From an optimization exercise on the open Yosys and OpenROAD flow, aimed at small area and a short achievable clock period; shortcuts taken in it are not production practice.
Function was checked by simulation only, so behaviour that the tests miss may differ from the original.
Power figures rest on the tool's default switching activity, not on a simulated workload.

**design/flow/flow/run.sh**
```bash
#!/bin/bash
# The standard layout with two changes in how it is made:
#  - after the standard synthesis, flow/fapol.py chooses the polarity of each
#    full-adder cell so that fewer inverters are needed (registers and their
#    names are untouched; the netlist computes the same function);
#  - timing repair aims past the 10 ns constraint, and the ports are buffered
#    with buf_2 cells.
# Each step's output goes to a log file of its own here (and ORFS's own logs
# stay under orfs/logs/).
set -euo pipefail
R=orfs/results/sky130hd/filter/base
bash standard.sh synth > make_synth.log 2>&1
cp $R/1_2_yosys.v $R/1_2_yosys_std.v
python3 flow/fapol.py $R/1_2_yosys_std.v $R/1_2_yosys.v > fapol.log 2>&1
rm -f $R/1_synth.odb
bash standard.sh SETUP_SLACK_MARGIN=6.5 "BUFFER_PORTS_ARGS=-buffer_cell sky130_fd_sc_hd__buf_2" finish > make_finish.log 2>&1
```
**design/flow/flow/fapol.py**
```python
#!/usr/bin/env python3
"""Full-adder polarity clean-up on a Yosys gate netlist (sky130hd).

A full adder is self-dual: FA(~a, ~b, ~c) = (~sum, ~cout). Yosys's
extract_fa leaves many inverters between full adders. This pass chooses,
for each fa cell, whether it computes its true or its complemented outputs
(by taking the complements of all three inputs), so that fewer inverters are
needed, and writes the netlist back with the inverters that the choice needs.
Registers and all other cells are kept as they are, with their names; every
net that is kept carries the same function as before.

Usage: fapol.py IN.v OUT.v
"""
import re, sys
from collections import defaultdict

INV = {"sky130_fd_sc_hd__inv_1", "sky130_fd_sc_hd__inv_2"}
FA = "sky130_fd_sc_hd__fa_1"
OUTPINS = {"X", "Y", "Q", "Q_N", "SUM", "COUT", "HI", "LO"}

cell_re = re.compile(r'^[ \t]*(sky130_fd_sc_hd__\w+)\s+(\S+)\s*\((.*?)\);[ \t]*\n', re.S | re.M)
pin_re = re.compile(r'\.(\w+)\(\s*(.*?)\s*\)\s*(?:,|$)', re.S)


def main(inp, outp):
    txt = open(inp).read()
    cells = []
    for m in cell_re.finditer(txt):
        typ, name, body = m.group(1), m.group(2), m.group(3)
        pins = {}
        for pm in pin_re.finditer(body.strip()):
            pins[pm.group(1)] = pm.group(2).strip()
        cells.append({"typ": typ, "name": name, "pins": pins, "span": m.span()})
    rest = cell_re.sub("", txt)
    if re.search(r'\bassign\b', rest):
        raise SystemExit("fapol: netlist has assign statements; not handled")
    if len(re.findall(r'\bmodule\b', txt)) != 1:
        raise SystemExit("fapol: expected exactly one module")
    hdr = re.search(r'module\s+\S+\s*\((.*?)\);', txt, re.S)
    ports = set(p.strip() for p in hdr.group(1).split(','))

    def is_port(n):
        return n.split('[')[0].strip() in ports

    # the cells must sit together, with nothing else between them
    body_start = cells[0]["span"][0]
    body_end = cells[-1]["span"][1]
    between = txt[body_start:body_end]
    if cell_re.sub("", between).strip():
        raise SystemExit("fapol: unexpected text between cells")

    driver = {}
    for i, c in enumerate(cells):
        for p, n in c["pins"].items():
            if n and p in OUTPINS:
                if n in driver:
                    raise SystemExit(f"fapol: net {n} has two drivers")
                driver[n] = (i, p)

    # removable inverters: out net -> in net
    inv_of = {}
    for i, c in enumerate(cells):
        if c["typ"] in INV and not is_port(c["pins"]["Y"]):
            c["removable"] = True
            inv_of[c["pins"]["Y"]] = c["pins"]["A"]

    def base(n):
        pol = 0
        while n in inv_of:
            n = inv_of[n]
            pol ^= 1
        return n, pol

    fas = [i for i, c in enumerate(cells) if c["typ"] == FA
           and not any(is_port(c["pins"][p]) for p in ("SUM", "COUT"))]
    fa_set = set(fas)
    flip = defaultdict(int)

    # consumers of each base signal: (polarity wanted, cell index)
    req = defaultdict(list)
    for i, c in enumerate(cells):
        if c.get("removable"):
            continue
        for p, n in c["pins"].items():
            if p in OUTPINS or not n:
                continue
            b, pol = base(n)
            req[b].append((pol, i))

    def prod(b):
        d = driver.get(b)
        return flip[d[0]] if d is not None and d[0] in fa_set else 0

    def cost_of(b):
        pp = prod(b)
        for pol, i in req.get(b, []):
            if pol ^ flip[i] != pp:
                return 1
        return 0

    def fa_signals(i):
        c = cells[i]
        return {base(c["pins"][p])[0] for p in ("A", "B", "CIN")} | \
               {c["pins"][p] for p in ("SUM", "COUT")}

    allb = set(req) | set(driver)
    before = sum(cost_of(b) for b in allb)
    for _ in range(30):
        improved = False
        for i in fas:
            sig = fa_signals(i)
            c0 = sum(cost_of(b) for b in sig)
            flip[i] ^= 1
            if sum(cost_of(b) for b in sig) < c0:
                improved = True
            else:
                flip[i] ^= 1
        if not improved:
            break
    after = sum(cost_of(b) for b in allb)
    nflip = sum(flip[i] for i in fas)
    print(f"fapol: inverters {before} -> {after}; {nflip} of {len(fas)} fa cells complemented",
          file=sys.stderr)
    if outp is None:
        return

    # net names: polarity 0 of b keeps the name b; polarity 1 reuses the
    # name of an old inverter output of b if there is one
    inv_names = defaultdict(list)
    for n in inv_of:
        b, pol = base(n)
        if pol == 1:
            inv_names[b].append(n)
    wires = []
    cnt = [0]

    def fresh():
        cnt[0] += 1
        n = f"_fapol{cnt[0]}_"
        wires.append(n)
        return n

    names = {}

    def name_for(b, pol):
        if (b, pol) not in names:
            if pol == 0:
                names[(b, pol)] = b
            elif inv_names[b]:
                names[(b, pol)] = inv_names[b][0]
            else:
                names[(b, pol)] = fresh()
        return names[(b, pol)]

    made = set()
    newcells = []

    def net_at(b, want):
        pp = prod(b)
        if want != pp and (b, want) not in made:
            made.add((b, want))
            cnt[0] += 1
            newcells.append(("sky130_fd_sc_hd__inv_1", f"_fapolinv{cnt[0]}_",
                             {"A": name_for(b, pp), "Y": name_for(b, want)}))
        return name_for(b, want)

    out_cells = []
    for i, c in enumerate(cells):
        if c.get("removable"):
            continue
        f = flip[i]
        pins = {}
        for p, n in c["pins"].items():
            if not n:
                pins[p] = n
            elif p in OUTPINS:
                pins[p] = name_for(n, f)
            else:
                b, pol = base(n)
                pins[p] = net_at(b, pol ^ f)
        out_cells.append((c["typ"], c["name"], pins))

    head = txt[:body_start]
    tail = txt[body_end:]
    decl = "".join(f"  wire {w};\n" for w in wires)
    lines = []
    for typ, name, pins in out_cells + newcells:
        ps = ",\n".join(f"    .{p}({n} )" for p, n in pins.items())
        lines.append(f"  {typ} {name} (\n{ps}\n  );\n")
    open(outp, "w").write(head + decl + "".join(lines) + tail)


if __name__ == "__main__":
    main(sys.argv[1], sys.argv[2] if len(sys.argv) > 2 else None)
```
**design/flow/standard.sh**
```bash
#!/bin/bash
# synth_recipe.tcl (not shown) runs the flow's synth.tcl, then flattens the netlist and writes it again
# the make line also repeats each setting of config.mk as NAME=value (left out here)
make -C /OpenROAD-flow-scripts/flow DESIGN_CONFIG=/design/flow/config.mk WORK_HOME=/design/flow/orfs CLKGATE_MAP_FILE= SYNTH_SCRIPT=/design/flow/synth_recipe.tcl "${@:-finish}"
```
**design/flow/config.mk**
```make
export PLATFORM = sky130hd
export DESIGN_NAME = filter
export DESIGN_NICKNAME = filter
export VERILOG_FILES = /design/flow/design.v
export SDC_FILE = /design/flow/constraint.sdc
export NUM_CORES = 4
export LEC_CHECK = 0
export CAP_MARGIN = 20
export CORE_MARGIN = 2
export CORE_UTILIZATION = 40
export SLEW_MARGIN = 20
```
**design/flow/constraint.sdc**
```tcl
create_clock -name core_clock -period 10.0 [get_ports {clk}]
set_input_delay 2.0000 -clock core_clock [delete_from_list [all_inputs] [get_ports {clk}]]
set_output_delay 2.0000 -clock core_clock [all_outputs]
set_load 0.01 [all_outputs]
```
**design/flow/design.v**
```verilog
module multiply
  (
   input wire [15:0]  x,
   input wire [23:0]  d,    
   output wire [15:0] z0,
   output wire [15:0] z1,
   output wire        zg,
   output wire [5:0]  zl0,
   output wire [5:0]  zl1
   );
   wire [17:0] xs = {x[15], x, 1'b0};
   wire one0 = d[0], two0 = d[1], neg0 = d[2];
   wire [16:0] pp0 = (({17{one0}} & xs[17:1]) | ({17{two0}} & xs[16:0])) ^ {17{neg0}};
   wire one1 = d[3], two1 = d[4], neg1 = d[5];
   wire [16:0] pp1 = (({17{one1}} & xs[17:1]) | ({17{two1}} & xs[16:0])) ^ {17{neg1}};
   wire one2 = d[6], two2 = d[7], neg2 = d[8];
   wire [16:0] pp2 = (({17{one2}} & xs[17:1]) | ({17{two2}} & xs[16:0])) ^ {17{neg2}};
   wire one3 = d[9], two3 = d[10], neg3 = d[11];
   wire [16:0] pp3 = (({17{one3}} & xs[17:1]) | ({17{two3}} & xs[16:0])) ^ {17{neg3}};
   wire one4 = d[12], two4 = d[13], neg4 = d[14];
   wire [16:0] pp4 = (({17{one4}} & xs[17:1]) | ({17{two4}} & xs[16:0])) ^ {17{neg4}};
   wire one5 = d[15], two5 = d[16], neg5 = d[17];
   wire [16:0] pp5 = (({17{one5}} & xs[17:1]) | ({17{two5}} & xs[16:0])) ^ {17{neg5}};
   wire one6 = d[18], two6 = d[19], neg6 = d[20];
   wire [16:0] pp6 = (({17{one6}} & xs[17:1]) | ({17{two6}} & xs[16:0])) ^ {17{neg6}};
   wire one7 = d[21], two7 = d[22], neg7 = d[23];
   wire [16:0] pp7 = (({17{one7}} & xs[17:1]) | ({17{two7}} & xs[16:0])) ^ {17{neg7}};
   wire n0 = pp0[10] ^ pp1[8];
   wire n1 = pp0[10] & pp1[8];
   wire n2 = pp0[11] ^ pp1[9];
   wire n3 = pp0[11] & pp1[9];
   wire n4 = pp0[12] ^ pp1[10] ^ pp2[8];
   wire n5 = (pp0[12] & pp1[10]) | (pp0[12] & pp2[8]) | (pp1[10] & pp2[8]);
   wire n6 = pp3[6] ^ pp4[4];
   wire n7 = pp3[6] & pp4[4];
   wire n8 = pp0[13] ^ pp1[11] ^ pp2[9];
   wire n9 = (pp0[13] & pp1[11]) | (pp0[13] & pp2[9]) | (pp1[11] & pp2[9]);
   wire n10 = pp3[7] ^ pp4[5];
   wire n11 = pp3[7] & pp4[5];
   wire n12 = pp0[14] ^ pp1[12] ^ pp2[10];
   wire n13 = (pp0[14] & pp1[12]) | (pp0[14] & pp2[10]) | (pp1[12] & pp2[10]);
   wire n14 = pp3[8] ^ pp4[6] ^ pp5[4];
   wire n15 = (pp3[8] & pp4[6]) | (pp3[8] & pp5[4]) | (pp4[6] & pp5[4]);
   wire n16 = pp6[2] ^ pp7[0];
   wire n17 = pp6[2] & pp7[0];
   wire n18 = pp0[15] ^ pp1[13] ^ pp2[11];
   wire n19 = (pp0[15] & pp1[13]) | (pp0[15] & pp2[11]) | (pp1[13] & pp2[11]);
   wire n20 = pp3[9] ^ pp4[7] ^ pp5[5];
   wire n21 = (pp3[9] & pp4[7]) | (pp3[9] & pp5[5]) | (pp4[7] & pp5[5]);
   wire n22 = pp6[3] ^ pp7[1];
   wire n23 = pp6[3] & pp7[1];
   wire n24 = ~pp0[16] ^ pp1[14] ^ pp2[12];
   wire n25 = (~pp0[16] & pp1[14]) | (~pp0[16] & pp2[12]) | (pp1[14] & pp2[12]);
   wire n26 = pp3[10] ^ pp4[8] ^ pp5[6];
   wire n27 = (pp3[10] & pp4[8]) | (pp3[10] & pp5[6]) | (pp4[8] & pp5[6]);
   wire n28 = pp6[4] ^ pp7[2];
   wire n29 = pp6[4] & pp7[2];
   wire n30 = pp1[15] ^ pp2[13] ^ pp3[11];
   wire n31 = (pp1[15] & pp2[13]) | (pp1[15] & pp3[11]) | (pp2[13] & pp3[11]);
   wire n32 = pp4[9] ^ pp5[7] ^ pp6[5];
   wire n33 = (pp4[9] & pp5[7]) | (pp4[9] & pp6[5]) | (pp5[7] & pp6[5]);
   wire n34 = ~pp1[16] ^ pp2[14] ^ pp3[12];
   wire n35 = (~pp1[16] & pp2[14]) | (~pp1[16] & pp3[12]) | (pp2[14] & pp3[12]);
   wire n36 = pp4[10] ^ pp5[8];
   wire n37 = pp4[10] & pp5[8];
   wire n38 = pp2[15] ^ pp3[13] ^ pp4[11];
   wire n39 = (pp2[15] & pp3[13]) | (pp2[15] & pp4[11]) | (pp3[13] & pp4[11]);
   wire n40 = ~pp2[16] ^ pp3[14];
   wire n41 = ~pp2[16] & pp3[14];
   wire n42 = pp0[6] ^ pp1[4];
   wire n43 = pp0[6] & pp1[4];
   wire n44 = pp0[7] ^ pp1[5];
   wire n45 = pp0[7] & pp1[5];
   wire n46 = pp0[8] ^ pp1[6] ^ pp2[4];
   wire n47 = (pp0[8] & pp1[6]) | (pp0[8] & pp2[4]) | (pp1[6] & pp2[4]);
   wire n48 = pp3[2] ^ pp4[0];
   wire n49 = pp3[2] & pp4[0];
   wire n50 = pp0[9] ^ pp1[7] ^ pp2[5];
   wire n51 = (pp0[9] & pp1[7]) | (pp0[9] & pp2[5]) | (pp1[7] & pp2[5]);
   wire n52 = pp3[3] ^ pp4[1];
   wire n53 = pp3[3] & pp4[1];
   wire n54 = n0 ^ pp2[6] ^ pp3[4];
   wire n55 = (n0 & pp2[6]) | (n0 & pp3[4]) | (pp2[6] & pp3[4]);
   wire n56 = pp4[2] ^ pp5[0] ^ neg5;
   wire n57 = (pp4[2] & pp5[0]) | (pp4[2] & neg5) | (pp5[0] & neg5);
   wire n58 = n1 ^ n2 ^ pp2[7];
   wire n59 = (n1 & n2) | (n1 & pp2[7]) | (n2 & pp2[7]);
   wire n60 = pp3[5] ^ pp4[3] ^ pp5[1];
   wire n61 = (pp3[5] & pp4[3]) | (pp3[5] & pp5[1]) | (pp4[3] & pp5[1]);
   wire n62 = n3 ^ n4 ^ n6;
   wire n63 = (n3 & n4) | (n3 & n6) | (n4 & n6);
   wire n64 = pp5[2] ^ pp6[0] ^ neg6;
   wire n65 = (pp5[2] & pp6[0]) | (pp5[2] & neg6) | (pp6[0] & neg6);
   wire n66 = n5 ^ n7 ^ n8;
   wire n67 = (n5 & n7) | (n5 & n8) | (n7 & n8);
   wire n68 = n10 ^ pp5[3] ^ pp6[1];
   wire n69 = (n10 & pp5[3]) | (n10 & pp6[1]) | (pp5[3] & pp6[1]);
   wire n70 = n9 ^ n11 ^ n12;
   wire n71 = (n9 & n11) | (n9 & n12) | (n11 & n12);
   wire n72 = n14 ^ n16 ^ neg7;
   wire n73 = (n14 & n16) | (n14 & neg7) | (n16 & neg7);
   wire n74 = n13 ^ n15 ^ n17;
   wire n75 = (n13 & n15) | (n13 & n17) | (n15 & n17);
   wire n76 = n18 ^ n20 ^ n22;
   wire n77 = (n18 & n20) | (n18 & n22) | (n20 & n22);
   wire n78 = n19 ^ n21 ^ n23;
   wire n79 = (n19 & n21) | (n19 & n23) | (n21 & n23);
   wire n80 = n24 ^ n26 ^ n28;
   wire n81 = (n24 & n26) | (n24 & n28) | (n26 & n28);
   wire n82 = n25 ^ n27 ^ n29;
   wire n83 = (n25 & n27) | (n25 & n29) | (n27 & n29);
   wire n84 = n30 ^ n32 ^ pp7[3];
   wire n85 = (n30 & n32) | (n30 & pp7[3]) | (n32 & pp7[3]);
   wire n86 = n31 ^ n33 ^ n34;
   wire n87 = (n31 & n33) | (n31 & n34) | (n33 & n34);
   wire n88 = n36 ^ pp6[6] ^ pp7[4];
   wire n89 = (n36 & pp6[6]) | (n36 & pp7[4]) | (pp6[6] & pp7[4]);
   wire n90 = n35 ^ n37 ^ n38;
   wire n91 = (n35 & n37) | (n35 & n38) | (n37 & n38);
   wire n92 = pp5[9] ^ pp6[7] ^ pp7[5];
   wire n93 = (pp5[9] & pp6[7]) | (pp5[9] & pp7[5]) | (pp6[7] & pp7[5]);
   wire n94 = n39 ^ n40 ^ pp4[12];
   wire n95 = (n39 & n40) | (n39 & pp4[12]) | (n40 & pp4[12]);
   wire n96 = pp5[10] ^ pp6[8] ^ pp7[6];
   wire n97 = (pp5[10] & pp6[8]) | (pp5[10] & pp7[6]) | (pp6[8] & pp7[6]);
   wire n98 = n41 ^ pp3[15] ^ pp4[13];
   wire n99 = (n41 & pp3[15]) | (n41 & pp4[13]) | (pp3[15] & pp4[13]);
   wire n100 = pp5[11] ^ pp6[9] ^ pp7[7];
   wire n101 = (pp5[11] & pp6[9]) | (pp5[11] & pp7[7]) | (pp6[9] & pp7[7]);
   wire n102 = ~pp3[16] ^ pp4[14] ^ pp5[12];
   wire n103 = (~pp3[16] & pp4[14]) | (~pp3[16] & pp5[12]) | (pp4[14] & pp5[12]);
   wire n104 = pp6[10] ^ pp7[8];
   wire n105 = pp6[10] & pp7[8];
   wire n106 = pp4[15] ^ pp5[13] ^ pp6[11];
   wire n107 = (pp4[15] & pp5[13]) | (pp4[15] & pp6[11]) | (pp5[13] & pp6[11]);
   wire n108 = ~pp4[16] ^ pp5[14];
   wire n109 = ~pp4[16] & pp5[14];
   wire n110 = pp0[4] ^ pp1[2];
   wire n111 = pp0[4] & pp1[2];
   wire n112 = pp0[5] ^ pp1[3];
   wire n113 = pp0[5] & pp1[3];
   wire n114 = n42 ^ pp2[2] ^ pp3[0];
   wire n115 = (n42 & pp2[2]) | (n42 & pp3[0]) | (pp2[2] & pp3[0]);
   wire n116 = n43 ^ n44 ^ pp2[3];
   wire n117 = (n43 & n44) | (n43 & pp2[3]) | (n44 & pp2[3]);
   wire n118 = n45 ^ n46 ^ n48;
   wire n119 = (n45 & n46) | (n45 & n48) | (n46 & n48);
   wire n120 = n47 ^ n49 ^ n50;
   wire n121 = (n47 & n49) | (n47 & n50) | (n49 & n50);
   wire n122 = n51 ^ n53 ^ n54;
   wire n123 = (n51 & n53) | (n51 & n54) | (n53 & n54);
   wire n124 = n55 ^ n57 ^ n58;
   wire n125 = (n55 & n57) | (n55 & n58) | (n57 & n58);
   wire n126 = n59 ^ n61 ^ n62;
   wire n127 = (n59 & n61) | (n59 & n62) | (n61 & n62);
   wire n128 = n63 ^ n65 ^ n66;
   wire n129 = (n63 & n65) | (n63 & n66) | (n65 & n66);
   wire n130 = n67 ^ n69 ^ n70;
   wire n131 = (n67 & n69) | (n67 & n70) | (n69 & n70);
   wire n132 = n71 ^ n73 ^ n74;
   wire n133 = (n71 & n73) | (n71 & n74) | (n73 & n74);
   wire n134 = n75 ^ n77 ^ n78;
   wire n135 = (n75 & n77) | (n75 & n78) | (n77 & n78);
   wire n136 = n79 ^ n81 ^ n82;
   wire n137 = (n79 & n81) | (n79 & n82) | (n81 & n82);
   wire n138 = n83 ^ n85 ^ n86;
   wire n139 = (n83 & n85) | (n83 & n86) | (n85 & n86);
   wire n140 = n87 ^ n89 ^ n90;
   wire n141 = (n87 & n89) | (n87 & n90) | (n89 & n90);
   wire n142 = n91 ^ n93 ^ n94;
   wire n143 = (n91 & n93) | (n91 & n94) | (n93 & n94);
   wire n144 = n95 ^ n97 ^ n98;
   wire n145 = (n95 & n97) | (n95 & n98) | (n97 & n98);
   wire n146 = n99 ^ n101 ^ n102;
   wire n147 = (n99 & n101) | (n99 & n102) | (n101 & n102);
   wire n148 = n103 ^ n105 ^ n106;
   wire n149 = (n103 & n105) | (n103 & n106) | (n105 & n106);
   wire n150 = n107 ^ n108 ^ pp6[12];
   wire n151 = (n107 & n108) | (n107 & pp6[12]) | (n108 & pp6[12]);
   wire n152 = n109 ^ pp5[15] ^ pp6[13];
   wire n153 = (n109 & pp5[15]) | (n109 & pp6[13]) | (pp5[15] & pp6[13]);
   wire n154 = ~pp5[16] ^ pp6[14];
   wire n155 = ~pp5[16] & pp6[14];
   wire n156 = pp0[2] ^ pp1[0];
   wire n157 = pp0[2] & pp1[0];
   wire n158 = pp0[3] ^ pp1[1];
   wire n159 = pp0[3] & pp1[1];
   wire n160 = n110 ^ pp2[0] ^ neg2;
   wire n161 = (n110 & pp2[0]) | (n110 & neg2) | (pp2[0] & neg2);
   wire n162 = n111 ^ n112 ^ pp2[1];
   wire n163 = (n111 & n112) | (n111 & pp2[1]) | (n112 & pp2[1]);
   wire n164 = n113 ^ n114 ^ neg3;
   wire n165 = (n113 & n114) | (n113 & neg3) | (n114 & neg3);
   wire n166 = n115 ^ n116 ^ pp3[1];
   wire n167 = (n115 & n116) | (n115 & pp3[1]) | (n116 & pp3[1]);
   wire n168 = n117 ^ n118 ^ neg4;
   wire n169 = (n117 & n118) | (n117 & neg4) | (n118 & neg4);
   wire n170 = n119 ^ n120 ^ n52;
   wire n171 = (n119 & n120) | (n119 & n52) | (n120 & n52);
   wire n172 = n121 ^ n122 ^ n56;
   wire n173 = (n121 & n122) | (n121 & n56) | (n122 & n56);
   wire n174 = n123 ^ n124 ^ n60;
   wire n175 = (n123 & n124) | (n123 & n60) | (n124 & n60);
   wire n176 = n125 ^ n126 ^ n64;
   wire n177 = (n125 & n126) | (n125 & n64) | (n126 & n64);
   wire n178 = n127 ^ n128 ^ n68;
   wire n179 = (n127 & n128) | (n127 & n68) | (n128 & n68);
   wire n180 = n129 ^ n130 ^ n72;
   wire n181 = (n129 & n130) | (n129 & n72) | (n130 & n72);
   wire n182 = n131 ^ n132 ^ n76;
   wire n183 = (n131 & n132) | (n131 & n76) | (n132 & n76);
   wire n184 = n133 ^ n134 ^ n80;
   wire n185 = (n133 & n134) | (n133 & n80) | (n134 & n80);
   wire n186 = n135 ^ n136 ^ n84;
   wire n187 = (n135 & n136) | (n135 & n84) | (n136 & n84);
   wire n188 = n137 ^ n138 ^ n88;
   wire n189 = (n137 & n138) | (n137 & n88) | (n138 & n88);
   wire n190 = n139 ^ n140 ^ n92;
   wire n191 = (n139 & n140) | (n139 & n92) | (n140 & n92);
   wire n192 = n141 ^ n142 ^ n96;
   wire n193 = (n141 & n142) | (n141 & n96) | (n142 & n96);
   wire n194 = n143 ^ n144 ^ n100;
   wire n195 = (n143 & n144) | (n143 & n100) | (n144 & n100);
   wire n196 = n145 ^ n146 ^ n104;
   wire n197 = (n145 & n146) | (n145 & n104) | (n146 & n104);
   wire n198 = n147 ^ n148 ^ pp7[9];
   wire n199 = (n147 & n148) | (n147 & pp7[9]) | (n148 & pp7[9]);
   wire n200 = n149 ^ n150 ^ pp7[10];
   wire n201 = (n149 & n150) | (n149 & pp7[10]) | (n150 & pp7[10]);
   wire n202 = n151 ^ n152 ^ pp7[11];
   wire n203 = (n151 & n152) | (n151 & pp7[11]) | (n152 & pp7[11]);
   wire n204 = n153 ^ n154 ^ pp7[12];
   wire n205 = (n153 & n154) | (n153 & pp7[12]) | (n154 & pp7[12]);
   wire n206 = n155 ^ pp6[15] ^ pp7[13];
   wire n207 = (n155 & pp6[15]) | (n155 & pp7[13]) | (pp6[15] & pp7[13]);
   wire n208 = ~pp6[16] ^ pp7[14];
   wire n209 = ~pp6[16] & pp7[14];
   wire n210 = pp0[0] & neg0;
   wire n211 = pp0[0] | neg0;
   wire n212 = n156 & neg1;
   wire n213 = n156 | neg1;
   wire n214 = n157 & n158;
   wire n215 = n157 | n158;
   wire n216 = n159 & n160;
   wire n217 = n159 | n160;
   wire n218 = n161 & n162;
   wire n219 = n161 | n162;
   wire n220 = n163 & n164;
   wire n221 = n163 | n164;
   wire n222 = n165 & n166;
   wire n223 = n165 | n166;
   wire n224 = n167 & n168;
   wire n225 = n167 | n168;
   wire n226 = pp0[1] & n210;
   wire n227 = pp0[1] & n211;
   wire n228 = n214 | (n215 & n212);
   wire n229 = n215 & n213;
   wire n230 = n228 | (n229 & n226);
   wire n231 = n229 & n227;
   wire n232 = n218 | (n219 & n216);
   wire n233 = n219 & n217;
   wire n234 = n224 | (n225 & n222);
   wire n235 = n225 & n223;
   wire n236 = n234 | (n235 & n220);
   wire n237 = n235 & n221;
   wire n238 = n236 | (n237 & n232);
   wire n239 = n237 & n233;
   wire n240 = n238 | (n239 & n230);
   wire n241 = n239 & n231;
   assign zg = n240;
   assign zl0 = {n179, n177, n175, n173, n171, n169};
   assign zl1 = {n180, n178, n176, n174, n172, n170};
   assign z0 = {~pp7[16], n209, n207, n205, n203, n201, n199, n197, n195, n193, n191, n189, n187, n185, n183, n181};
   assign z1 = {1'b0, pp7[15], n208, n206, n204, n202, n200, n198, n196, n194, n192, n190, n188, n186, n184, n182};
endmodule
module recode
  (
   input wire [15:0]  y,
   output wire [23:0] d
   );
   wire [16:0] yy = {y, 1'b0};
   genvar j;
   generate
      for (j = 0; j < 8; j = j + 1) begin: dig
         wire b2 = yy[2*j+2], b1 = yy[2*j+1], b0 = yy[2*j];
         assign d[3*j]   = b1 ^ b0;
         assign d[3*j+1] = (b2 & ~b1 & ~b0) | (~b2 & b1 & b0);
         assign d[3*j+2] = b2 & ~(b1 & b0);
      end
   endgenerate
endmodule
module summult
  (
   input wire         clk,
   input wire         first,
   input wire [15:0]  a0,
   input wire [15:0]  a1,
   input wire         ag,
   input wire [5:0]  al0,
   input wire [5:0]  al1,
   input wire [15:0]  b0,
   input wire [15:0]  b1,
   input wire         bg,
   input wire [5:0]  bl0,
   input wire [5:0]  bl1,
   output reg [15:0]  sum
   );
   reg [15:0] acc0, acc1;
   wire [15:0] q0 = first ? 16'hAAB0 : acc0;
   wire [15:0] q1 = first ? 16'h0000 : acc1;
   wire s0 = al0[0] & al1[0];
   wire s1 = al0[0] | al1[0];
   wire s2 = al0[1] & al1[1];
   wire s3 = al0[1] | al1[1];
   wire s4 = al0[2] & al1[2];
   wire s5 = al0[2] | al1[2];
   wire s6 = al0[3] & al1[3];
   wire s7 = al0[3] | al1[3];
   wire s8 = al0[4] & al1[4];
   wire s9 = al0[4] | al1[4];
   wire s10 = al0[5] & al1[5];
   wire s11 = al0[5] | al1[5];
   wire s12 = s2 | (s3 & s0);
   wire s13 = s3 & s1;
   wire s14 = s12 | (s13 & ag);
   wire s15 = s6 | (s7 & s4);
   wire s16 = s7 & s5;
   wire s17 = s10 | (s11 & s8);
   wire s18 = s11 & s9;
   wire s19 = s17 | (s18 & s15);
   wire s20 = s18 & s16;
   wire s21 = s19 | (s20 & s14);
   wire s22 = bl0[0] & bl1[0];
   wire s23 = bl0[0] | bl1[0];
   wire s24 = bl0[1] & bl1[1];
   wire s25 = bl0[1] | bl1[1];
   wire s26 = bl0[2] & bl1[2];
   wire s27 = bl0[2] | bl1[2];
   wire s28 = bl0[3] & bl1[3];
   wire s29 = bl0[3] | bl1[3];
   wire s30 = bl0[4] & bl1[4];
   wire s31 = bl0[4] | bl1[4];
   wire s32 = bl0[5] & bl1[5];
   wire s33 = bl0[5] | bl1[5];
   wire s34 = s24 | (s25 & s22);
   wire s35 = s25 & s23;
   wire s36 = s34 | (s35 & bg);
   wire s37 = s28 | (s29 & s26);
   wire s38 = s29 & s27;
   wire s39 = s32 | (s33 & s30);
   wire s40 = s33 & s31;
   wire s41 = s39 | (s40 & s37);
   wire s42 = s40 & s38;
   wire s43 = s41 | (s42 & s36);
   wire s44 = q0[0] ^ q1[0] ^ a0[0];
   wire s45 = (q0[0] & q1[0]) | (q0[0] & a0[0]) | (q1[0] & a0[0]);
   wire s46 = q0[1] ^ q1[1];
   wire s47 = q0[1] & q1[1];
   wire s48 = q0[2] ^ q1[2];
   wire s49 = q0[2] & q1[2];
   wire s50 = q0[3] ^ q1[3];
   wire s51 = q0[3] & q1[3];
   wire s52 = q0[4] ^ q1[4];
   wire s53 = q0[4] & q1[4];
   wire s54 = q0[5] ^ q1[5];
   wire s55 = q0[5] & q1[5];
   wire s56 = q0[6] ^ q1[6];
   wire s57 = q0[6] & q1[6];
   wire s58 = q0[7] ^ q1[7];
   wire s59 = q0[7] & q1[7];
   wire s60 = q0[8] ^ q1[8];
   wire s61 = q0[8] & q1[8];
   wire s62 = q0[9] ^ q1[9];
   wire s63 = q0[9] & q1[9];
   wire s64 = q0[10] ^ q1[10];
   wire s65 = q0[10] & q1[10];
   wire s66 = q0[11] ^ q1[11];
   wire s67 = q0[11] & q1[11];
   wire s68 = q0[12] ^ q1[12];
   wire s69 = q0[12] & q1[12];
   wire s70 = q0[13] ^ q1[13];
   wire s71 = q0[13] & q1[13];
   wire s72 = q0[14] ^ q1[14];
   wire s73 = q0[14] & q1[14];
   wire s74 = q0[15] ^ q1[15];
   wire s75 = q0[15] & q1[15];
   wire s76 = s44 ^ a1[0] ^ b0[0];
   wire s77 = (s44 & a1[0]) | (s44 & b0[0]) | (a1[0] & b0[0]);
   wire s78 = s45 ^ s46 ^ a0[1];
   wire s79 = (s45 & s46) | (s45 & a0[1]) | (s46 & a0[1]);
   wire s80 = a1[1] ^ b0[1];
   wire s81 = a1[1] & b0[1];
   wire s82 = s47 ^ s48 ^ a0[2];
   wire s83 = (s47 & s48) | (s47 & a0[2]) | (s48 & a0[2]);
   wire s84 = a1[2] ^ b0[2] ^ b1[2];
   wire s85 = (a1[2] & b0[2]) | (a1[2] & b1[2]) | (b0[2] & b1[2]);
   wire s86 = s49 ^ s50 ^ a0[3];
   wire s87 = (s49 & s50) | (s49 & a0[3]) | (s50 & a0[3]);
   wire s88 = a1[3] ^ b0[3] ^ b1[3];
   wire s89 = (a1[3] & b0[3]) | (a1[3] & b1[3]) | (b0[3] & b1[3]);
   wire s90 = s51 ^ s52 ^ a0[4];
   wire s91 = (s51 & s52) | (s51 & a0[4]) | (s52 & a0[4]);
   wire s92 = a1[4] ^ b0[4] ^ b1[4];
   wire s93 = (a1[4] & b0[4]) | (a1[4] & b1[4]) | (b0[4] & b1[4]);
   wire s94 = s53 ^ s54 ^ a0[5];
   wire s95 = (s53 & s54) | (s53 & a0[5]) | (s54 & a0[5]);
   wire s96 = a1[5] ^ b0[5] ^ b1[5];
   wire s97 = (a1[5] & b0[5]) | (a1[5] & b1[5]) | (b0[5] & b1[5]);
   wire s98 = s55 ^ s56 ^ a0[6];
   wire s99 = (s55 & s56) | (s55 & a0[6]) | (s56 & a0[6]);
   wire s100 = a1[6] ^ b0[6] ^ b1[6];
   wire s101 = (a1[6] & b0[6]) | (a1[6] & b1[6]) | (b0[6] & b1[6]);
   wire s102 = s57 ^ s58 ^ a0[7];
   wire s103 = (s57 & s58) | (s57 & a0[7]) | (s58 & a0[7]);
   wire s104 = a1[7] ^ b0[7] ^ b1[7];
   wire s105 = (a1[7] & b0[7]) | (a1[7] & b1[7]) | (b0[7] & b1[7]);
   wire s106 = s59 ^ s60 ^ a0[8];
   wire s107 = (s59 & s60) | (s59 & a0[8]) | (s60 & a0[8]);
   wire s108 = a1[8] ^ b0[8] ^ b1[8];
   wire s109 = (a1[8] & b0[8]) | (a1[8] & b1[8]) | (b0[8] & b1[8]);
   wire s110 = s61 ^ s62 ^ a0[9];
   wire s111 = (s61 & s62) | (s61 & a0[9]) | (s62 & a0[9]);
   wire s112 = a1[9] ^ b0[9] ^ b1[9];
   wire s113 = (a1[9] & b0[9]) | (a1[9] & b1[9]) | (b0[9] & b1[9]);
   wire s114 = s63 ^ s64 ^ a0[10];
   wire s115 = (s63 & s64) | (s63 & a0[10]) | (s64 & a0[10]);
   wire s116 = a1[10] ^ b0[10] ^ b1[10];
   wire s117 = (a1[10] & b0[10]) | (a1[10] & b1[10]) | (b0[10] & b1[10]);
   wire s118 = s65 ^ s66 ^ a0[11];
   wire s119 = (s65 & s66) | (s65 & a0[11]) | (s66 & a0[11]);
   wire s120 = a1[11] ^ b0[11] ^ b1[11];
   wire s121 = (a1[11] & b0[11]) | (a1[11] & b1[11]) | (b0[11] & b1[11]);
   wire s122 = s67 ^ s68 ^ a0[12];
   wire s123 = (s67 & s68) | (s67 & a0[12]) | (s68 & a0[12]);
   wire s124 = a1[12] ^ b0[12] ^ b1[12];
   wire s125 = (a1[12] & b0[12]) | (a1[12] & b1[12]) | (b0[12] & b1[12]);
   wire s126 = s69 ^ s70 ^ a0[13];
   wire s127 = (s69 & s70) | (s69 & a0[13]) | (s70 & a0[13]);
   wire s128 = a1[13] ^ b0[13] ^ b1[13];
   wire s129 = (a1[13] & b0[13]) | (a1[13] & b1[13]) | (b0[13] & b1[13]);
   wire s130 = s71 ^ s72 ^ a0[14];
   wire s131 = (s71 & s72) | (s71 & a0[14]) | (s72 & a0[14]);
   wire s132 = a1[14] ^ b0[14] ^ b1[14];
   wire s133 = (a1[14] & b0[14]) | (a1[14] & b1[14]) | (b0[14] & b1[14]);
   wire s134 = s73 ^ s74 ^ a0[15];
   wire s135 = (s73 & s74) | (s73 & a0[15]) | (s74 & a0[15]);
   wire s136 = a1[15] ^ b0[15] ^ b1[15];
   wire s137 = (a1[15] & b0[15]) | (a1[15] & b1[15]) | (b0[15] & b1[15]);
   wire s138 = s76 ^ b1[0];
   wire s139 = s76 & b1[0];
   wire s140 = s77 ^ s78 ^ s80;
   wire s141 = (s77 & s78) | (s77 & s80) | (s78 & s80);
   wire s142 = s79 ^ s81 ^ s82;
   wire s143 = (s79 & s81) | (s79 & s82) | (s81 & s82);
   wire s144 = s83 ^ s85 ^ s86;
   wire s145 = (s83 & s85) | (s83 & s86) | (s85 & s86);
   wire s146 = s87 ^ s89 ^ s90;
   wire s147 = (s87 & s89) | (s87 & s90) | (s89 & s90);
   wire s148 = s91 ^ s93 ^ s94;
   wire s149 = (s91 & s93) | (s91 & s94) | (s93 & s94);
   wire s150 = s95 ^ s97 ^ s98;
   wire s151 = (s95 & s97) | (s95 & s98) | (s97 & s98);
   wire s152 = s99 ^ s101 ^ s102;
   wire s153 = (s99 & s101) | (s99 & s102) | (s101 & s102);
   wire s154 = s103 ^ s105 ^ s106;
   wire s155 = (s103 & s105) | (s103 & s106) | (s105 & s106);
   wire s156 = s107 ^ s109 ^ s110;
   wire s157 = (s107 & s109) | (s107 & s110) | (s109 & s110);
   wire s158 = s111 ^ s113 ^ s114;
   wire s159 = (s111 & s113) | (s111 & s114) | (s113 & s114);
   wire s160 = s115 ^ s117 ^ s118;
   wire s161 = (s115 & s117) | (s115 & s118) | (s117 & s118);
   wire s162 = s119 ^ s121 ^ s122;
   wire s163 = (s119 & s121) | (s119 & s122) | (s121 & s122);
   wire s164 = s123 ^ s125 ^ s126;
   wire s165 = (s123 & s125) | (s123 & s126) | (s125 & s126);
   wire s166 = s127 ^ s129 ^ s130;
   wire s167 = (s127 & s129) | (s127 & s130) | (s129 & s130);
   wire s168 = s131 ^ s133 ^ s134;
   wire s169 = (s131 & s133) | (s131 & s134) | (s133 & s134);
   wire s170 = s138 ^ s21;
   wire s171 = s138 & s21;
   wire s172 = s139 ^ s140 ^ b1[1];
   wire s173 = (s139 & s140) | (s139 & b1[1]) | (s140 & b1[1]);
   wire s174 = s141 ^ s142 ^ s84;
   wire s175 = (s141 & s142) | (s141 & s84) | (s142 & s84);
   wire s176 = s143 ^ s144 ^ s88;
   wire s177 = (s143 & s144) | (s143 & s88) | (s144 & s88);
   wire s178 = s145 ^ s146 ^ s92;
   wire s179 = (s145 & s146) | (s145 & s92) | (s146 & s92);
   wire s180 = s147 ^ s148 ^ s96;
   wire s181 = (s147 & s148) | (s147 & s96) | (s148 & s96);
   wire s182 = s149 ^ s150 ^ s100;
   wire s183 = (s149 & s150) | (s149 & s100) | (s150 & s100);
   wire s184 = s151 ^ s152 ^ s104;
   wire s185 = (s151 & s152) | (s151 & s104) | (s152 & s104);
   wire s186 = s153 ^ s154 ^ s108;
   wire s187 = (s153 & s154) | (s153 & s108) | (s154 & s108);
   wire s188 = s155 ^ s156 ^ s112;
   wire s189 = (s155 & s156) | (s155 & s112) | (s156 & s112);
   wire s190 = s157 ^ s158 ^ s116;
   wire s191 = (s157 & s158) | (s157 & s116) | (s158 & s116);
   wire s192 = s159 ^ s160 ^ s120;
   wire s193 = (s159 & s160) | (s159 & s120) | (s160 & s120);
   wire s194 = s161 ^ s162 ^ s124;
   wire s195 = (s161 & s162) | (s161 & s124) | (s162 & s124);
   wire s196 = s163 ^ s164 ^ s128;
   wire s197 = (s163 & s164) | (s163 & s128) | (s164 & s128);
   wire s198 = s165 ^ s166 ^ s132;
   wire s199 = (s165 & s166) | (s165 & s132) | (s166 & s132);
   wire s200 = s167 ^ s168 ^ s136;
   wire s201 = (s167 & s168) | (s167 & s136) | (s168 & s136);
   wire [15:0] r0 = {s199, s197, s195, s193, s191, s189, s187, s185, s183, s181, s179, s177, s175, s173, s171, s170};
   wire [15:0] r1 = {s200, s198, s196, s194, s192, s190, s188, s186, s184, s182, s180, s178, s176, s174, s172, s43};
   always @(posedge clk) begin
      acc0 <= r0;
      acc1 <= r1;
      sum <= acc0 + acc1;
   end
endmodule
module filter
  #(
    parameter WIDTH = 32,
    parameter MWIDTH = 1,
    parameter FLTLEN = 8,
    parameter ID = 123
    )
   (
    input wire                   clk,
    input wire                   rst_n,
    input wire [WIDTH-1:0]       in_data,
    input wire                   in_nd,
    input wire [MWIDTH-1:0]      in_m,
    input wire [32-1:0]  in_msg,
    input wire                   in_msg_nd,
    output wire [WIDTH-1:0]      out_data,
    output wire                  out_nd,
    output wire [MWIDTH-1:0]     out_m,
    output wire                  error
    );
   integer j;
   reg [1:0] g;
   always @(posedge clk)
     if (!rst_n)
       g <= 2'd0;
     else
       g <= g + 2'd1;
   wire last = (g == 2'd3);
   reg [2:0]   which_pos;
   reg         setting_taps;
   reg         tap_set_error;
   assign error = tap_set_error;
   wire hdr    = in_msg[32-1];
   wire our_id = (in_msg[16:7] == ID);
   always @(posedge clk)
     if (!rst_n) begin
        setting_taps <= 1'b0;
        tap_set_error <= 1'b0;
     end else if (in_msg_nd) begin
        if (hdr) begin
           if (setting_taps)
             tap_set_error <= 1'b1;
           if (our_id) begin
              which_pos <= 3'd0;
              setting_taps <= 1'b1;
           end
        end else if (setting_taps) begin
           if (which_pos == 3'd7) begin
              which_pos <= 3'd0;
              setting_taps <= 1'b0;
           end else
             which_pos <= which_pos + 3'd1;
        end
     end
   reg [15:0]  tr [0:7];
   reg [7:0]   tv;
   wire [2:0]  wslot = which_pos - {g, 1'b0} - 3'd2;
   wire        twr = in_msg_nd & setting_taps;
   reg [15:0]  tr_d [0:7];
   reg [7:0]   tv_d;
   always @* begin
      for (j = 0; j < 8; j = j + 1) begin
         tr_d[j] = (twr && wslot == j) ? in_msg[15:0] : tr[(j+2)%8];
         tv_d[j] = rst_n & ((twr && wslot == j) | tv[(j+2)%8]);
      end
   end
   always @(posedge clk)
     for (j = 0; j < 8; j = j + 1)
       tr[j] <= tr_d[j];
   always @(posedge clk)
     tv <= tv_d;
   reg [31:0]  inbuf;
   reg         mbuf;
   reg         pending;
   always @(posedge clk)
     if (in_nd) begin
        inbuf <= in_data;
        mbuf <= in_m;
     end
   always @(posedge clk)
     if (!rst_n)
       pending <= 1'b0;
     else
       pending <= in_nd | (pending & ~last);
   wire ins = pending & last;
   reg [31:0]  hr [0:7];
   reg [7:0]   hv;
   always @(posedge clk)
     if (ins) begin
        hr[0] <= inbuf;
        for (j = 1; j < 8; j = j + 1)
          hr[j] <= hr[(j+1)%8];
     end else
       for (j = 0; j < 8; j = j + 1)
         hr[j] <= hr[(j+2)%8];
   wire [7:0]  hv_d = !rst_n ? 8'd0 :
                      ins ? ({hv[0], hv[7:1]} | 8'd1) : {hv[1:0], hv[7:2]};
   always @(posedge clk)
     hv <= hv_d;
   reg [6:0]   q;
   always @(posedge clk)
     if (!rst_n)
       q <= 7'd0;
     else
       q <= {q[5:0], ins};
   assign out_nd = q[6];
   reg mframe, mout;
   always @(posedge clk)
     if (last) begin
        mout <= mframe;
        if (pending)
          mframe <= mbuf;
     end
   assign out_m = mout;
   wire [15:0] ta_d = tr[2] & {16{tv[2] & hv_d[0]}};
   wire [15:0] tb_d = tr[3] & {16{tv[3] & hv_d[1]}};
   wire [23:0] da_d, db_d;
   recode rca (.y(ta_d), .d(da_d));
   recode rcb (.y(tb_d), .d(db_d));
   reg [23:0]  da, db;
   always @(posedge clk) begin
      da <= da_d;
      db <= db_d;
   end
   localparam K = 8;             
   localparam W = 14 - K;
   wire [15:0]  ra0, ra1, rb0, rb1, ia0, ia1, ib0, ib1;
   wire         rag, rbg, iag, ibg;
   wire [W-1:0] ral0, ral1, rbl0, rbl1, ial0, ial1, ibl0, ibl1;
   multiply mra (.x(hr[0][31:16]), .d(da), .z0(ra0), .z1(ra1), .zg(rag), .zl0(ral0), .zl1(ral1));
   multiply mrb (.x(hr[1][31:16]), .d(db), .z0(rb0), .z1(rb1), .zg(rbg), .zl0(rbl0), .zl1(rbl1));
   multiply mia (.x(hr[0][15:0]),  .d(da), .z0(ia0), .z1(ia1), .zg(iag), .zl0(ial0), .zl1(ial1));
   multiply mib (.x(hr[1][15:0]),  .d(db), .z0(ib0), .z1(ib1), .zg(ibg), .zl0(ibl0), .zl1(ibl1));
   reg [15:0]  pra0, pra1, prb0, prb1, pia0, pia1, pib0, pib1;
   reg         prag, prbg, piag, pibg;
   reg [W-1:0] pral0, pral1, prbl0, prbl1, pial0, pial1, pibl0, pibl1;
   always @(posedge clk) begin
      pra0 <= ra0; pra1 <= ra1; prag <= rag; pral0 <= ral0; pral1 <= ral1;
      prb0 <= rb0; prb1 <= rb1; prbg <= rbg; prbl0 <= rbl0; prbl1 <= rbl1;
      pia0 <= ia0; pia1 <= ia1; piag <= iag; pial0 <= ial0; pial1 <= ial1;
      pib0 <= ib0; pib1 <= ib1; pibg <= ibg; pibl0 <= ibl0; pibl1 <= ibl1;
   end
   wire [15:0] acc_re, acc_im;
   summult sre (.clk(clk), .first(q[1]),
                .a0(pra0), .a1(pra1), .ag(prag), .al0(pral0), .al1(pral1),
                .b0(prb0), .b1(prb1), .bg(prbg), .bl0(prbl0), .bl1(prbl1),
                .sum(acc_re));
   summult sim (.clk(clk), .first(q[1]),
                .a0(pia0), .a1(pia1), .ag(piag), .al0(pial0), .al1(pial1),
                .b0(pib0), .b1(pib1), .bg(pibg), .bl0(pibl0), .bl1(pibl1),
                .sum(acc_im));
   assign out_data = {acc_re, acc_im};
endmodule
```
==> qor.csv, run 1 <==
metric,value,unit
outcome,"complete, no violations",
ant_nets,0,
syn_area,0.0450,sq mm
switching_share,28.1,%
finalSetupTns,0,ps
syn_to_final_growth,10.5,%
power_switching,2.35,mW
clkPwrFrac,38.2,%
worst_ir_drop_vdd,0.000167,V
layout_min_cycle_time,3440,ps
cts_max_path_buffers,3,
hold_depth,2,
cp.arrival,4010,ps
r2r_cells,10,
insertion_delay,690,ps
cp.required,10570,ps
cp_max_fo,17,
clock_sinks,770,
drt-initial-drc-count,2562,
port_buffers,89,
num_rows,123,
critPathCaptureType,register,
via_per_inst,5.19,
dieArea,0.115,sq mm
dr.pass1.iters,6,
placed_area,0.0466,sq mm
hold_class,register to register,
routedWlPerCell,19.6,um
drc,0,
power.leakage,22.1,nW
startpoint_type,register,
rsz0062_at_grt,true,
root_buffer,clkbuf_16,
grt_pass1_vias,31400,
die_height,339,um
finalHoldViolCount,0,
intPower,6.04,mW
gp_congestion,0.852,
clkTransAtPathRegs,60,ps
most-common-layout-cells,"nand2_1 (848), dfxtp_1 (686), a22oi_1 (476), fa_1 (439), xnor2_1 (381)",
skew,55.0,ps
htreeDepth,3,
initial_utilization,40.2,%
antenna_found_initial,6,
io_pins,104,
synth_area_per_cell,10.1,sq um
numCtsBuffers,84,
fillCellCount,10700,
maxSlewViolCount,0,
final_cell_area,0.0497,sq mm
fmax,0.291,GHz
num_vias,30700,
grt_pass1_wl,185000,um
routed_wl,116000,um
worst_pin_slew,996,ps
seq_power_share,44.9,%
synthCells,4456,
nets,5020,
final_layout_size_suffix_gt1_share,12.0,%
coreArea,0.112,sq mm
max-slew-margin-rel,33.6,%
cts_tree,done,
cap_viol_max_count,0,
grt_max_degree,100,
post-route-util,44.4,%
postCtsHoldBufs,0,
synth_warnings,8,
multi_input_area,0.0269,sq mm
synth_nets,5131,
crit_type,register to register,
powerDensity,169,mW/mm^2
period_share,34.4,%
regArea,0.0159,sq mm
grt-ovfl-total,0,
combPwrFrac,16.9,%
final_common_cell,nand2_1,
grt.total_usage,20.3,%
dp_hpwl,76100,um
die_w,339,um
setup_viol,0,
==> critical path, stage by stage, from the launching register on <==
cell and delay, ps:
dfxtp_2 710, a22oi_1 210, xnor2_1 160, ha_1 290, inv_1 40, fa_1 450
fa_1 540, nor2_1 50, maj3_1 350, maj3_1 360, a21o_1 170
==> power by group through the flow <==
| stage | combinational [mW] | sequential (mW) | clock, mW |
|---|---|---|---|
| after global routing | 1.64 | 3.81 | 3.43 |
| after floorplan | 1.10 | 3.70 | 0 |
| after CTS | 1.45 | 3.77 | 3.30 |
| after detailed placement | 1.44 | 3.83 | 0 |
| final | 1.42 | 3.77 | 3.20 |
| after global placement | 1.41 | 3.82 | 0 |
==> worst paths after layout <==
check | start | to | slack (ps)
setup / recovery | hr[1][21] | prbg | 6560
hold / removal | hr[4][11] | hr[3][11] | 400
setup reg to reg | hr[1][21] | prbg | 6560
hold reg to reg | hr[4][11] | hr[3][11] | 400
==> state kept, by name, indices dropped and copies added (netlist names), 24 cells and up <==
| name | count |
|---|---|
| hr | 256 |
| inbuf | 32 |
| db | 24 |
| tr | 128 |
| da | 24 |
==> stage by stage <==
| step | cells | setup slack (ps) | hold WS (ps) | total power [mW] |
|---|---|---|---|---|
| floorplan | 4456 | 6520 | 400 | 4.80 |
| global placement | 5753 | 6200 | 404 | 5.23 |
| detailed placement | 5753 | 6180 | 410 | 5.27 |
| CTS | 5914 | 6510 | 390 | 8.51 |
| global route | 5914 | 6380 | 422 | 8.88 |
| finish | 5915 | 6560 | 399 | 8.39 |
==> timing repair <==
action	in CTS	in global routing
setup buffers	6	0
endpoints found under the setup margin	51	42
resized for setup	27	30
==> final cells by class <==
class,count,area share [%]
diodes,1,0.00503
clock buffers,129,5.08
clock inverters,26,0.798
inverters,224,1.73
multi-input cells,3077,54.2
flip-flops and latches,770,31.9
well taps,1500,3.77
repair buffers,188,2.56
==> metal layers <==
layer / part of all wire, % / track usage (%) / vias up
met5: 0.030 / 0 / -
met4: 5.3 / 9.96 / 6
met3: 7.1 / 4.11 / 278
met2: 42 / 30.1 / 1165
met1: 45 / 28.2 / 14900
li1: - / - / 14300
==> run 2, diff against run 1 <==
--- a/design/flow/flow/run.sh
+++ b/design/flow/flow/run.sh
@@ -13,4 +13,4 @@
 cp $R/1_2_yosys.v $R/1_2_yosys_std.v
 python3 flow/fapol.py $R/1_2_yosys_std.v $R/1_2_yosys.v > fapol.log 2>&1
 rm -f $R/1_synth.odb
-bash standard.sh SETUP_SLACK_MARGIN=6.5 "BUFFER_PORTS_ARGS=-buffer_cell sky130_fd_sc_hd__buf_2" finish > make_finish.log 2>&1
+bash standard.sh SETUP_SLACK_MARGIN=6.9 "BUFFER_PORTS_ARGS=-buffer_cell sky130_fd_sc_hd__buf_2" finish > make_finish.log 2>&1
==> run 2 against run 1 <==
Sequential power about the same. Register-to-register slack improved by 230 ps. Final area is 8.9% higher.
==> qor.csv, run 2 <==
metric,value,unit,change
post-route-util,48.3,%,+4.0 points
crit_chain,buf_2,,
slowest_delay,400,ps,-310 ps
drc,0,,unchanged
p_total,8.69,mW,+3.5%
port_buffers,89,,unchanged
most-common-layout-cells,"nand2_1 (848), dfxtp_1 (638), fa_1 (379), a22oi_1 (371), xnor2_1 (363)",,
cap_viol_max_count,0,,unchanged
powerDensity,160,mW/mm^2,-4.9%
crit_type,register to output port,,
regToRegStartpoint,db[7],,
synth_area_per_cell,10.1,sq um,unchanged
period_share,32.7,%,-1.7 points
r2r_cells,8,,-2
crit_end,out_m[0],,
r2r_slack,6790,ps,+230 ps
worst_pin_slew,1080,ps,+88.0 ps
die_w,339,um,unchanged
nets,5187,,+3.3%
finalHoldViolCount,0,,unchanged
grt_pass1_wl,197000,um,+6.5%
via_per_inst,5.35,,+3.1%
maxSlewViolCount,0,,unchanged
syn_to_final_growth,20.4,%,
cp_slowest_cell,edfxtp_1,,
cp_max_fo,1,,-16
setup_viol,0,,unchanged
grt-ovfl-total,0,,unchanged
synth_nets,5131,,unchanged
antenna_found_initial,6,,unchanged
grt_max_degree,107,,+7.0%
skew,46.7,ps,-8.35 ps
dieArea,0.115,sq mm,unchanged
coreArea,0.112,sq mm,unchanged
final_common_cell,nand2_1,,
syn_area,0.0450,sq mm,unchanged
regToRegEndpoint,pibl1[5],,
root_buffer,clkbuf_16,,
rsz0062_at_grt,true,,
cp.required,8000,ps,-2570 ps
die_height,339,um,unchanged
cts_tree,done,,
largest_reg_flops,256,,unchanged
layout_min_cycle_time,3270,ps,-174 ps
htreeDepth,3,,unchanged
cp.arrival,1270,ps,-2740 ps
crit_start,mout,,
clkTransAtPathRegs,60,ps,about the same
grt_pass1_vias,32400,,+3.2%
dr.pass1.iters,6,,unchanged
hold_class,register to register,,
initial_utilization,40.2,%,unchanged
gp_congestion,0.850,,-0.16%
fillCellCount,10200,,-5.4%
top_regs,"hr x256, tr x128, inbuf x32",,
power.leakage,23.7,nW,+7.3%
startpoint_type,register,,
numCtsBuffers,88,,+4.8%
grt.total_usage,22.0,%,+1.6 points
num_vias,32500,,+6.1%
synth_warnings,8,,unchanged
dp_hpwl,76200,um,about the same
finalSetupTns,0,ps,unchanged
postCtsHoldBufs,0,,unchanged
synthCells,4456,,unchanged
final_layout_size_suffix_gt1_share,21.2,%,+9.2 points
cp.depth,1,,-9
routed_wl,131000,um,+14%
top_register,hr,,
clock_sinks,770,,unchanged
worst_ir_drop_vdd,0.000129,V,-23%
fmax,0.306,GHz,+5.3%
insertion_delay,710,ps,+20 ps
critPathCaptureType,output port,,
outcome,"complete, no violations",,
max-slew-margin-rel,27.5,%,-6.1 points
drt-initial-drc-count,3293,,+29%
routedWlPerCell,21.6,um,+10%
path_buf_inv,1,,unchanged
crit_family,flip-flops,,
ant_nets,0,,unchanged
cts_max_path_buffers,3,,unchanged
io_pins,104,,unchanged
num_rows,123,,unchanged
run 2: through the flow:
stage / hold WS (ps) / cells / worst slack (ps) / cell area (sq um)
finish: 391 / 6086 / 6730 / 54200
global route: 419 / 6085 / 6690 / 54200
CTS: 394 / 5982 / 6690 / 52100
detailed placement: 413 / 5743 / 5910 / 46600
global placement: 405 / 5743 / 5920 / 46600
floorplan: 400 / 4456 / 6720 / 45400
run 2: how the worst min path moves through the flow:
stage | slack (ps) | to | start | cells past startpoint
2_1_floorplan | 400 | da[1] | tr[2][0] | 1
3_3_place_gp | 410 | mout | mframe | 0
3_5_place_dp | 410 | mframe | mbuf | 0
4_1_cts | 390 | hr[2][4] | hr[4][4] | 2
5_1_grt | 420 | hr[3][2] | hr[5][2] | 2
6_report | 390 | hr[3][2] | hr[5][2] | 2
run 2: cell type report:
cell class	instances	area (sq um)	share of cell area, %
multi-input cells	3077	27900	51.6
well taps	1500	1880	3.47
clock buffers	118	2490	4.59
repair buffers	351	4300	7.93
flip-flops and latches	770	16100	29.6
diodes	1	2.50	0.00462
clock inverters	45	646	1.19
inverters	224	868	1.60
run 2: repair_timing:
| action | 4_1_cts | 5_1_grt |
|---|---|---|
| buffers inserted | 51 | 87 |
| endpoints found under the hold margin | 0 | 0 |
| pin swaps | 88 | 175 |
| cloned | 25 | 16 |
| endpoints found under the setup margin | 280 | 245 |
| gates resized for setup | 321 | 259 |
run 2: report_power, final:
part,switching [mW],total [mW],internal [mW]
combinational,0.786,1.51,0.722
sequential,0.296,3.79,3.49
clock,1.38,3.39,2.01
run 2: tightest hold or removal path, cell delays in order, from the launching register on:
cell and delay (ps):
dfxtp_1 300, nand2_1 50, nand2_1 40
run 2: metal layers:
metal	share of wire [%]	GRT usage, %	vias up
li1	-	-	14700
met1	42	30.3	15800
met2	43	33.0	1646
met3	9.8	4.70	417
met4	5.3	9.95	10
met5	0.039	0	-
==> run 3, diff against run 2 <==
--- a/design/flow/flow/run.sh
+++ b/design/flow/flow/run.sh
@@ -13,4 +13,4 @@
 cp $R/1_2_yosys.v $R/1_2_yosys_std.v
 python3 flow/fapol.py $R/1_2_yosys_std.v $R/1_2_yosys.v > fapol.log 2>&1
 rm -f $R/1_synth.odb
-bash standard.sh SETUP_SLACK_MARGIN=6.9 "BUFFER_PORTS_ARGS=-buffer_cell sky130_fd_sc_hd__buf_2" finish > make_finish.log 2>&1
+bash standard.sh SETUP_SLACK_MARGIN=6.7 "BUFFER_PORTS_ARGS=-buffer_cell sky130_fd_sc_hd__buf_2" finish > make_finish.log 2>&1
--- a/design/flow/config.mk
+++ b/design/flow/config.mk
@@ -7,5 +7,5 @@
 export LEC_CHECK = 0
 export CAP_MARGIN = 20
 export CORE_MARGIN = 2
-export CORE_UTILIZATION = 40
+export CORE_UTILIZATION = 55
 export SLEW_MARGIN = 20
==> run 3 against run 2 <==
Utilization up 13 points. Still clean. Register-to-register slack worse by 60 ps. Setup slack better by 0.69 ps. Worst hold slack better by 28 ps. Synthesized cell count unchanged. Non-clock buffer count down 159. Critical path type is now register to register. Synthesized area unchanged. Power down 2.5%. Clock-buffer cell count up 9. Combinational power down 9.9%.
==> qor.csv, run 3 <==
metric,value,unit,change
initial_utilization,55.7,%,+16 points
hold_class,register to register,,
r2r_slack,6730,ps,-60 ps
finalHoldViolCount,0,,unchanged
root_buffer,clkbuf_16,,
busiest_layer,met2,,
setup_viol,0,,unchanged
diodes,0,,-1
clock_sinks,770,,unchanged
outcome,"complete, no violations",,
numCtsBuffers,86,,-2.3%
ant_nets,0,,unchanged
startpoint_type,register,,
cp_slowest_cell,fa_1,,
skew,45.1,ps,-1.59 ps
period_share,32.7,%,about the same
place_ws,6250,ps,+339 ps
routed_wl,115000,um,-13%
grt_max_degree,233,,+120%
synth_nets,5131,,unchanged
drt-initial-drc-count,2653,,-19%
cts_tree,done,,
final_cell_area,0.0500,sq mm,-7.8%
routedWlPerCell,20.9,um,-3.3%
crit_chain,buf_8 -> xnor2_1 -> ha_1 -> inv_1 -> fa_1 -> fa_1 -> nor2_1 -> maj3_1 -> maj3_1 -> a21o_1,,
holdWs,419,ps,+28.0 ps
use_met2,41.6,%,+8.6 points
dp_hpwl,73600,um,-3.4%
maxSlewViolCount,0,,unchanged
power.leakage,22.3,nW,-5.7%
coreArea,0.0808,sq mm,-28%
top_regs,"hr x256, tr x128, inbuf x32",,
fillCellCount,6680,,-34%
top_register,hr,,
crit_type,register to register,,
grt_pass1_vias,30600,,-5.5%
cap_viol_max_count,0,,unchanged
rsz0062_at_grt,true,,
die_w,290,um,-15%
r2r_cells,10,,+2
final_layout_size_suffix_gt1_share,12.8,%,-8.4 points
syn_area,0.0450,sq mm,unchanged
grt-ovfl-total,0,,unchanged
regToRegEndpoint,prbg,,
cp.arrival,3790,ps,+2520 ps
grt_use_met3,4.38,%,-0.32 points
slowest_delay,550,ps,+150 ps
final_common_cell,nand2_1,,
crit_start,db[5],,
nets,5026,,-3.1%
worst_ir_drop_vdd,0.000185,V,+44%
postCtsHoldBufs,0,,unchanged
dr.pass1.iters,6,,unchanged
critPathCaptureType,register,,
worst_pin_slew,1070,ps,-18.1 ps
drc,0,,unchanged
layout_min_cycle_time,3270,ps,-0.690 ps
powerDensity,170,mW/mm^2,+5.7%
crit_end,prbg,,
gp_congestion,0.833,,-2.0%
setup_ws,6730,ps,+0.690 ps
grt.total_usage,26.8,%,+4.8 points
grt_pass1_wl,179000,um,-9.3%
cp_max_fo,38,,+37
placed_area,0.0460,sq mm,-1.4%
syn_to_final_growth,11.0,%,
num_rows,104,,-15%
htreeDepth,3,,unchanged
dieArea,0.0841,sq mm,-27%
synth_warnings,8,,unchanged
max-slew-margin-rel,28.9,%,+1.4 points
antenna_found_initial,1,,-5
io_pins,104,,unchanged
fmax,0.306,GHz,about the same
largest_reg_flops,256,,unchanged
insertion_delay,670,ps,-40 ps
cp.required,10530,ps,+2530 ps
finalSetupTns,0,ps,unchanged
most-common-layout-cells,"nand2_1 (848), dfxtp_1 (669), a22oi_1 (470), fa_1 (440), xnor2_1 (381)",,
num_vias,30800,,-5.4%
synth_area_per_cell,10.1,sq um,unchanged
port_buffers,89,,unchanged
die_height,290,um,-15%
gr-usage-met1,38.6,%,+8.3 points
synthCells,4456,,unchanged
clkTransAtPathRegs,60,ps,about the same
cts_max_path_buffers,3,,unchanged
via_per_inst,5.61,,+5.0%
regToRegStartpoint,db[5],,
-- run 3: worst min path at each step --
stage                    from         to  slack, ps  cells past startpoint
global route           mframe       mout        440                      0
detailed placement     mframe       mout        410                      0
global placement         mbuf     mframe        400                      0
finish                 mframe       mout        420                      0
CTS                 hr[7][30]  hr[6][30]        420                      2
floorplan            tr[2][0]      da[1]        400                      1
-- run 3: what timing repair did --
action / 4_1_cts / 5_1_grt
pin swaps: 0 / 6
gates resized for setup: 76 / 124
setup buffers: 3 / 10
cloned: 0 / 9
setup endpoints to repair: 91 / 55
-- run 3: worst max-delay path, delay by kind of cell, from the launching register on --
| family | cells | cell delay [ps] |
|---|---|---|
| compound gates | 1 | 180 |
| xor+xnor | 1 | 130 |
| fa+ha+maj | 5 | 2020 |
| buf+inv | 2 | 400 |
| flops | 1 | 330 |
| simple gates | 1 | 50 |
-- run 3: final cells by class --
cell class	count	area [sq um]	area share (%)
clock buffers	127	2550	5.10
multi-input cells	3077	27000	54.0
inverters	224	861	1.72
repair buffers	192	1790	3.57
clock inverters	31	489	0.979
flip-flops and latches	770	16000	32.0
well taps	1060	1330	2.66
-- run 3: report_power, final --
group          switching [mW]  internal (mW)
sequential              0.313           3.49
clock                    1.33           1.97
combinational           0.717          0.644
-- run 3: metal layers --
layer | wire length, um | vias up | part of all wire (%)
met4 | 3900 | 0 | 3.4
li1 | - | 14300 | -
met3 | 8450 | 221 | 7.4
met2 | 50800 | 1138 | 44
met5 | 0 | - | 0
met1 | 51400 | 15100 | 45
-- run 3: stage by stage --
| step | utilization [%] | total power, mW | cells |
|---|---|---|---|
| after floorplan | - | 4.80 | 4456 |
| after global placement | 56.9 | 5.22 | 5301 |
| after detailed placement | 56.9 | 5.24 | 5301 |
| after CTS | 60.9 | 8.57 | 5462 |
| after global routing | 61.8 | 8.95 | 5481 |
| final | 61.8 | 8.47 | 5481 |
==> run 4, diff against run 3 <==
--- a/design/flow/config.mk
+++ b/design/flow/config.mk
@@ -7,5 +7,8 @@
 export LEC_CHECK = 0
 export CAP_MARGIN = 20
 export CORE_MARGIN = 2
-export CORE_UTILIZATION = 55
+export CORE_UTILIZATION = 40
+export CTS_BUF_LIST = sky130_fd_sc_hd__clkbuf_8
+export CTS_CLUSTER_DIAMETER = 80
+export CTS_CLUSTER_SIZE = 15
 export SLEW_MARGIN = 20
==> run 4 against run 3 <==
Non-clock buffer count up 14. Die area up 37%. Synthesized cell count unchanged. Sequential share of layout area up 0.64 points. Sequential cell count unchanged. Sequential power down 1%. Final area down 2.1%. Via count up 0.55%. Worst hold slack worse by 17 ps. Critical path type is now register to output port. Largest cell class unchanged. Largest power group unchanged. Highest routed layer is now met5.
==> qor.csv, run 4 <==
metric,value,unit,change
slowest_delay,400,ps,-150 ps
max-slew-margin-rel,27.6,%,-1.4 points
insertion_delay,770,ps,+100 ps
synth_nets,5131,,unchanged
syn_area,0.0450,sq mm,unchanged
placed_area,0.0466,sq mm,+1.3%
via_per_inst,5.26,,-6.3%
maxSlewViolCount,0,,unchanged
die_height,339,um,+17%
num_vias,30900,,+0.55%
crit_chain,buf_2,,
final_common_cell,nand2_1,,
min_from,hr[5][1],,
rsz0062_at_grt,true,,
htreeDepth,3,,unchanged
crit_type,register to output port,,
dieArea,0.115,sq mm,+37%
top_regs,"hr x256, tr x128, inbuf x32",,
most-common-layout-cells,"nand2_1 (848), dfxtp_1 (666), a22oi_1 (468), fa_1 (437), xnor2_1 (381)",,
coreArea,0.112,sq mm,+39%
critPathCaptureType,output port,,
grt.total_usage,20.0,%,-6.8 points
crit_family,flip-flops,,
skew,39.5,ps,-5.58 ps
cp_slowest_cell,edfxtp_1,,
port_buffers,89,,unchanged
hold_class,register to register,,
clkTransAtPathRegs,90,ps,+30 ps
cap_viol_max_count,0,,unchanged
drc,0,,unchanged
syn_to_final_growth,8.70,%,
largest_reg_flops,256,,unchanged
cts_max_path_buffers,3,,unchanged
finalSetupTns,0,ps,unchanged
postCtsHoldBufs,0,,unchanged
path_buf_inv,1,,-1
setup_viol,0,,unchanged
fmax,0.303,GHz,-1.0%
io_pins,104,,unchanged
num_rows,123,,+18%
gp_congestion,0.862,,+3.4%
ant_nets,0,,unchanged
final_layout_size_suffix_gt1_share,12.2,%,-0.59 points
numCtsBuffers,66,,-23%
initial_utilization,40.2,%,-16 points
powerDensity,142,mW/mm^2,-16%
cp.arrival,1300,ps,-2490 ps
cts_tree,done,,
routed_wl,118000,um,+3.2%
drt-initial-drc-count,2945,,+11%
worst_pin_slew,1090,ps,+20.3 ps
worst_ir_drop_vdd,0.000105,V,-43%
nets,5020,,-0.12%
grt-ovfl-total,0,,unchanged
period_share,33.0,%,+0.35 points
clock_sinks,770,,unchanged
grt_pass1_vias,30700,,+0.10%
synthCells,4456,,unchanged
cp.required,8000,ps,-2530 ps
antenna_found_initial,7,,+6
startpoint_type,register,,
grt_pass1_wl,182000,um,+1.7%
routedWlPerCell,20.1,um,-3.8%
synth_area_per_cell,10.1,sq um,unchanged
r2r_slack,6710,ps,-20 ps
grt_max_degree,111,,-52%
root_buffer,clkbuf_8,,
die_w,339,um,+17%
synth_warnings,8,,unchanged
layout_min_cycle_time,3300,ps,+34.5 ps
finalHoldViolCount,0,,unchanged
crit_start,mout,,
dr.pass1.iters,6,,unchanged
top_register,hr,,
outcome,"complete, no violations",,
dp_hpwl,75500,um,+2.6%
power.leakage,21.5,nW,-3.4%
cp_max_fo,1,,-97%
final_cell_area,0.0489,sq mm,-2.1%
regToRegStartpoint,db[3],,
-- run 4: stage by stage --
stage               hold slack, ps  setup WS, ps  utilization (%)  total power [mW]  instances
floorplan                      400          6650                -              4.80       4456
global placement               404          6040             41.6              5.22       5748
detailed placement             417          6070             41.6              5.25       5748
CTS                            410          6640             42.9              7.06       5852
global route                   440          6590             43.6              7.43       5878
finish                         402          6700             43.7              6.96       5879
-- run 4: worst min-delay path, cell delays in order, from the launching register on --
cell     delay (ps)
dfxtp_1         320
nand2_1          50
nand2_1          40
-- run 4: layer usage --
layer | vias to the layer above | global-route usage (%) | wire (um)
met3 | 232 | 3.94 | 9410
met5 | - | 0 | 51
met4 | 8 | 7.94 | 4910
met2 | 1218 | 30.1 | 51400
met1 | 15200 | 28.1 | 52500
li1 | 14300 | - | -
-- run 4: path summary, 6_finish.rpt --
path / endpoint / cells after the start
max: out_m[0] / 1
min: hr[4][1] / 2
max reg2reg: prbg / 11
min reg2reg: hr[4][1] / 2
-- run 4: what timing repair did --
item | CTS | global route
pin swaps | 0 | 4
hold endpoints to repair | 0 | 0
gates resized for setup | 92 | 142
buffers inserted | 8 | 11
endpoints found under the setup margin | 199 | 155
gates cloned | 0 | 10
-- run 4: layout make-up --
class / instances / area [sq um]
Timing Repair Buffer: 206 / 2030
Sequential cell: 770 / 16000
Clock inverter: 27 / 229
Antenna cell: 6 / 15.0
Multi-Input combinational cell: 3077 / 27000
Tap cell: 1500 / 1880
Fill cell: 10700 / 63100
Clock buffer: 69 / 950
Inverter: 224 / 870
-- run 4: power breakdown --
| part | internal, mW | switching [mW] |
|---|---|---|
| clock | 0.686 | 1.10 |
| combinational | 0.654 | 0.750 |
| sequential | 3.49 | 0.283 |
| total | 4.83 | 2.13 |

Setup slack of run 4, layout unchanged: 6.699 ns with ideal ports, 6.627 ns with driving cells assumed (clock clkbuf_16, inputs buf_2), 6.339 ns with port delays also shifted by the 0.815 ns mid clock arrival.
